From an optimization exercise on the open Yosys and OpenROAD flow, aimed at small area and a short achievable clock period; shortcuts taken in it are not production practice.
RTL that was checked went through simulation tests only; none was proved equivalent to the original.

Design half_sigmoid, start of the top module:
module half_sigmoid(
input rstn,
input clk,
input in_valid,
input [15:0] a,
output out_valid,
output [15:0] c
);
Size: roughly 4,600 cells after synthesis, roughly 36 I/O pins.
Settings: LEC_CHECK=0, ABC_AREA=1, CAP_MARGIN=20, CORE_MARGIN=2, CORE_UTILIZATION=40, SETUP_SLACK_MARGIN=5, SLEW_MARGIN=20; clock period 9.5 ns.
standard.sh (not shown) runs the stock make flow with config.mk's settings and CLKGATE_MAP_FILE= SYNTH_SCRIPT=/design/flow/synth_recipe.tcl, a recipe that flattens the netlist after the stock synthesis.
==> flow/flow/run.sh <==
#!/bin/bash
# Standard ORFS layout, except that after the standard synthesis the
# combinational logic between the registers is re-mapped by ABC for area
# (flip-flops, their names and cell types are kept as synthesis made them).
set -euo pipefail
RES=$PWD/orfs/results/$FLOW_PLATFORM/half_sigmoid/base
YOSYS=$FLOW_HOME/../tools/install/yosys/bin/yosys
bash standard.sh synth > synth.log 2>&1
cp $RES/1_2_yosys.v $RES/1_2_yosys_std.v
LIB=$FLOW_HOME/platforms/$FLOW_PLATFORM/lib/sky130_fd_sc_hd__tt_025C_1v80.lib \
IN=$RES/1_2_yosys_std.v OUT=$RES/1_2_yosys.v TOP=$FLOW_TOP \
  $YOSYS -c flow/remap.tcl > remap.log 2>&1
bash standard.sh > standard.log 2>&1
==> flow/flow/remap.tcl <==
yosys -import
set lib $::env(LIB)
set dont {}
foreach c {probe_p_8 probec_p_8} { lappend dont -dont_use sky130_fd_sc_hd__$c }
lappend dont -dont_use {sky130_fd_sc_hd__lpflow_*} -dont_use {sky130_fd_sc_hd__fill_*}
read_liberty -ignore_miss_func $lib
read_verilog $::env(IN)
hierarchy -top $::env(TOP)
set seq {}
foreach m [split [string trim [tee -q -s result.string select -list-mod =A:liberty_cell]] "\n"] { }
# keep flip-flops and tie cells as cells
foreach c [split [exec grep -o {sky130_fd_sc_hd__\(df\|conb\|dl\|sdf\|ed\)[a-z0-9_]*} $::env(IN) | sort -u] "\n"] {
  if {$c ne ""} { setattr -mod -set keep_hierarchy 1 $c; lappend seq $c }
}
flatten
opt_clean
abc -liberty $lib {*}$dont -script "+strash;dc2;dch,-f;map,-B,0.9;topo"
opt_clean -purge
foreach c $seq { blackbox $c }
hierarchy -top $::env(TOP)
hilomap -singleton -hicell sky130_fd_sc_hd__conb_1 HI -locell sky130_fd_sc_hd__conb_1 LO
splitnets
opt_clean -purge
tee -o $::env(OUT).stat stat -liberty $lib
write_verilog -noattr -noexpr -nohex -nodec $::env(OUT)
The baseline finished clean.
Next try:
--- a/flow/flow/remap.tcl
+++ b/flow/flow/remap.tcl
@@ -16,3 +16,3 @@
 opt_clean
-abc -liberty $lib {*}$dont -script "+strash;dc2;dch,-f;map,-B,0.9;topo"
+abc -liberty $lib {*}$dont -script "+strash;dch,-f;map,-a;topo"
 opt_clean -purge
What happened:
- worst setup slack gets worse by 0.68 ns
- worst hold slack loses 0.017 ns
- register-to-register slack got worse by 0.68 ns
- via count increases by 6.1%
- final cell count increases by 3.2%
- core utilization rose by 9.5 points
- first-iteration DRC count climbs by 18%
Next try:
--- a/flow/flow/remap.tcl
+++ b/flow/flow/remap.tcl
@@ -16,3 +16,3 @@
 opt_clean
-abc -liberty $lib {*}$dont -script "+strash;dch,-f;map,-a;topo"
+abc -liberty $lib {*}$dont -script "+strash;dch,-f;map,-B,0.9;topo"
 opt_clean -purge
After rerunning:
- The new run finished with timing, DRC and antenna clean
- synthesized area climbs by 7.9%
- core utilization falls by 11 points
- final cell count goes up by 3.3%
Next try:
==> flow/flow/run.sh (replaced) <==
#!/bin/bash
# standard layout, with timing repair aimed at a 3.5 ns period (setup margin 6 ns at 9.5 ns)
bash standard.sh finish SETUP_SLACK_MARGIN=6 > standard.log 2>&1
removed: flow/flow/remap.tcl
=> Routed wire length increases by 14%. Hold slack hardly moves. Design area increases by 25%. Worst setup slack gets better by 0.27 ns. Register-to-register slack gets better by 0.27 ns. Synthesized cell count decreases by 11%. Die area increases by 6.7%. Utilization increases by 7.3 points. Clock-buffer cell count stays the same. Sequential share of layout area decreases by 5.2 points.
No functional check of the RTL was part of any run of this note.

========
half_sigmoid, a different RTL version from the one above (not shown whole).
For scale: roughly 36 I/O pins.
==> flow/design.v (excerpt) <==
module half_sigmoid(
input rstn,
input clk,
input in_valid,
input [15:0] a,
output out_valid,
output [15:0] c
);
Settings: LEC_CHECK=0, ABC_AREA=1, CAP_MARGIN=20, CORE_MARGIN=2, CORE_UTILIZATION=40, GPL_TIMING_DRIVEN=0, SETUP_SLACK_MARGIN=5, SLEW_MARGIN=20; clock period 9.5 ns.
==> flow/flow/run.sh <==
#!/bin/bash
# Standard ORFS layout, except that after the standard synthesis the
# combinational logic between the registers is re-mapped by ABC for area
# (flip-flops, their names and cell types are kept as synthesis made them),
# the port buffers are buf_4 cells and timing repair aims at a 3.9 ns period
# (setup margin 5.6 ns at the design's 9.5 ns clock; the SDC is unchanged).
set -euo pipefail
RES=$PWD/orfs/results/$FLOW_PLATFORM/half_sigmoid/base
YOSYS=$FLOW_HOME/../tools/install/yosys/bin/yosys
bash standard.sh synth > synth.log 2>&1
cp $RES/1_2_yosys.v $RES/1_2_yosys_std.v
LIB=$FLOW_HOME/platforms/$FLOW_PLATFORM/lib/sky130_fd_sc_hd__tt_025C_1v80.lib \
IN=$RES/1_2_yosys_std.v OUT=$RES/1_2_yosys.v TOP=$FLOW_TOP \
  $YOSYS -c flow/remap.tcl > remap.log 2>&1
bash standard.sh finish BUFFER_PORTS_ARGS="-buffer_cell sky130_fd_sc_hd__buf_4" SETUP_SLACK_MARGIN=5.6 > standard.log 2>&1
==> flow/flow/abc.constr <==
set_driving_cell sky130_fd_sc_hd__buf_1
set_load 5
==> flow/flow/remap.tcl <==
yosys -import
set lib $::env(LIB)
set dont {}
foreach c {probe_p_8 probec_p_8} { lappend dont -dont_use sky130_fd_sc_hd__$c }
lappend dont -dont_use {sky130_fd_sc_hd__lpflow_*} -dont_use {sky130_fd_sc_hd__fill_*}
read_liberty -ignore_miss_func $lib
read_verilog $::env(IN)
hierarchy -top $::env(TOP)
set seq {}
foreach m [split [string trim [tee -q -s result.string select -list-mod =A:liberty_cell]] "\n"] { }
# keep flip-flops and tie cells as cells
foreach c [split [exec grep -o {sky130_fd_sc_hd__\(df\|conb\|dl\|sdf\|ed\)[a-z0-9_]*} $::env(IN) | sort -u] "\n"] {
  if {$c ne ""} { setattr -mod -set keep_hierarchy 1 $c; lappend seq $c }
}
flatten
opt_clean
abc -liberty $lib {*}$dont -script "+strash;dch,-f;map,-D,2000;topo;buffer;upsize;dnsize" -constr flow/abc.constr
opt_clean -purge
foreach c $seq { blackbox $c }
hierarchy -top $::env(TOP)
hilomap -singleton -hicell sky130_fd_sc_hd__conb_1 HI -locell sky130_fd_sc_hd__conb_1 LO
splitnets
opt_clean -purge
tee -o $::env(OUT).stat stat -liberty $lib
write_verilog -noattr -noexpr -nohex -nodec $::env(OUT)
Then changed:
--- a/flow/flow/remap.tcl
+++ b/flow/flow/remap.tcl
@@ -17 +17 @@
-abc -liberty $lib {*}$dont -script "+strash;dch,-f;map,-D,2000;topo;buffer;upsize;dnsize" -constr flow/abc.constr
+abc -liberty $lib {*}$dont -script "+strash;dc2;dch,-f;map,-D,2200;topo;buffer;upsize;dnsize" -constr flow/abc.constr
The new run ran to the end with no violations; via count decreases by 10%; design area decreases by 3.6%.
Then changed:
--- a/flow/flow/remap.tcl
+++ b/flow/flow/remap.tcl
@@ -17 +17 @@
-abc -liberty $lib {*}$dont -script "+strash;dc2;dch,-f;map,-D,2200;topo;buffer;upsize;dnsize" -constr flow/abc.constr
+abc -liberty $lib {*}$dont -script "+strash;dch,-f;map,-D,2500;topo;buffer;upsize;dnsize" -constr flow/abc.constr
Worst setup slack improves by 0.057 ns.
Synthesized area grows slightly.
Synthesized cell count grows by a few percent.
Global-route usage grows by 0.26 points.
Via count grows by a few percent.
Cell area grows by a few percent.
Clock skew shrinks by 0.0085 ns.
Sequential share of layout area shrinks by 1.1 points.
Routed wire length grows by a few percent.
Then changed:
--- a/flow/flow/remap.tcl
+++ b/flow/flow/remap.tcl
@@ -17 +17 @@
-abc -liberty $lib {*}$dont -script "+strash;dch,-f;map,-D,2500;topo;buffer;upsize;dnsize" -constr flow/abc.constr
+abc -liberty $lib {*}$dont -script "+strash;dch,-f;map,-D,1800;topo;buffer;upsize;dnsize" -constr flow/abc.constr
The changed run completed without violations.
Setup slack gets worse by 0.033 ns.
Area after synthesis rises by 8.3%.
Global-route usage climbs by 1.2 points.

[re-timing with driven ports]
The flow's constraints put no driver on any port. The routed layouts listed below were extracted and timed again, unchanged, in two steps.
Step 1 assumes that a clkbuf_16 drives the clock port and a buf_2 every other input.
Step 2 times the ports against the registers' clock, not the clock port: input delays grow and output delays shrink by t, the midpoint of the rising clock arrivals with the driver on.
a / b / c = ideal / step 1 / step 2; a / b = the first two.
| run | shift t [ns] | slack for setup (ns) | clock arrival spread, ns |
|---|---|---|---|
| the first run of note 1 | 0.654 | 5.060 / 5.060 / 5.060 | 0.018 / 0.018 |
| the second run of note 1 | 0.688 | 4.379 / 4.379 / 4.379 | 0.046 / 0.046 |
| the third run of note 1 | 0.665 | 5.292 / 5.292 / 5.292 | 0.041 / 0.042 |
| the fourth run of note 1 | 0.673 | 5.565 / 5.565 / 5.565 | 0.030 / 0.029 |
| the first run of note 2 | 0.634 | 5.787 / 5.787 / 5.787 | 0.028 / 0.028 |
| the second run of note 2 | 0.640 | 5.649 / 5.649 / 5.649 | 0.036 / 0.036 |
| the third run of note 2 | 0.635 | 5.706 / 5.706 / 5.706 | 0.027 / 0.027 |
| the fourth run of note 2 | 0.646 | 5.673 / 5.673 / 5.673 | 0.034 / 0.034 |
After both steps every run listed still meets setup and hold.
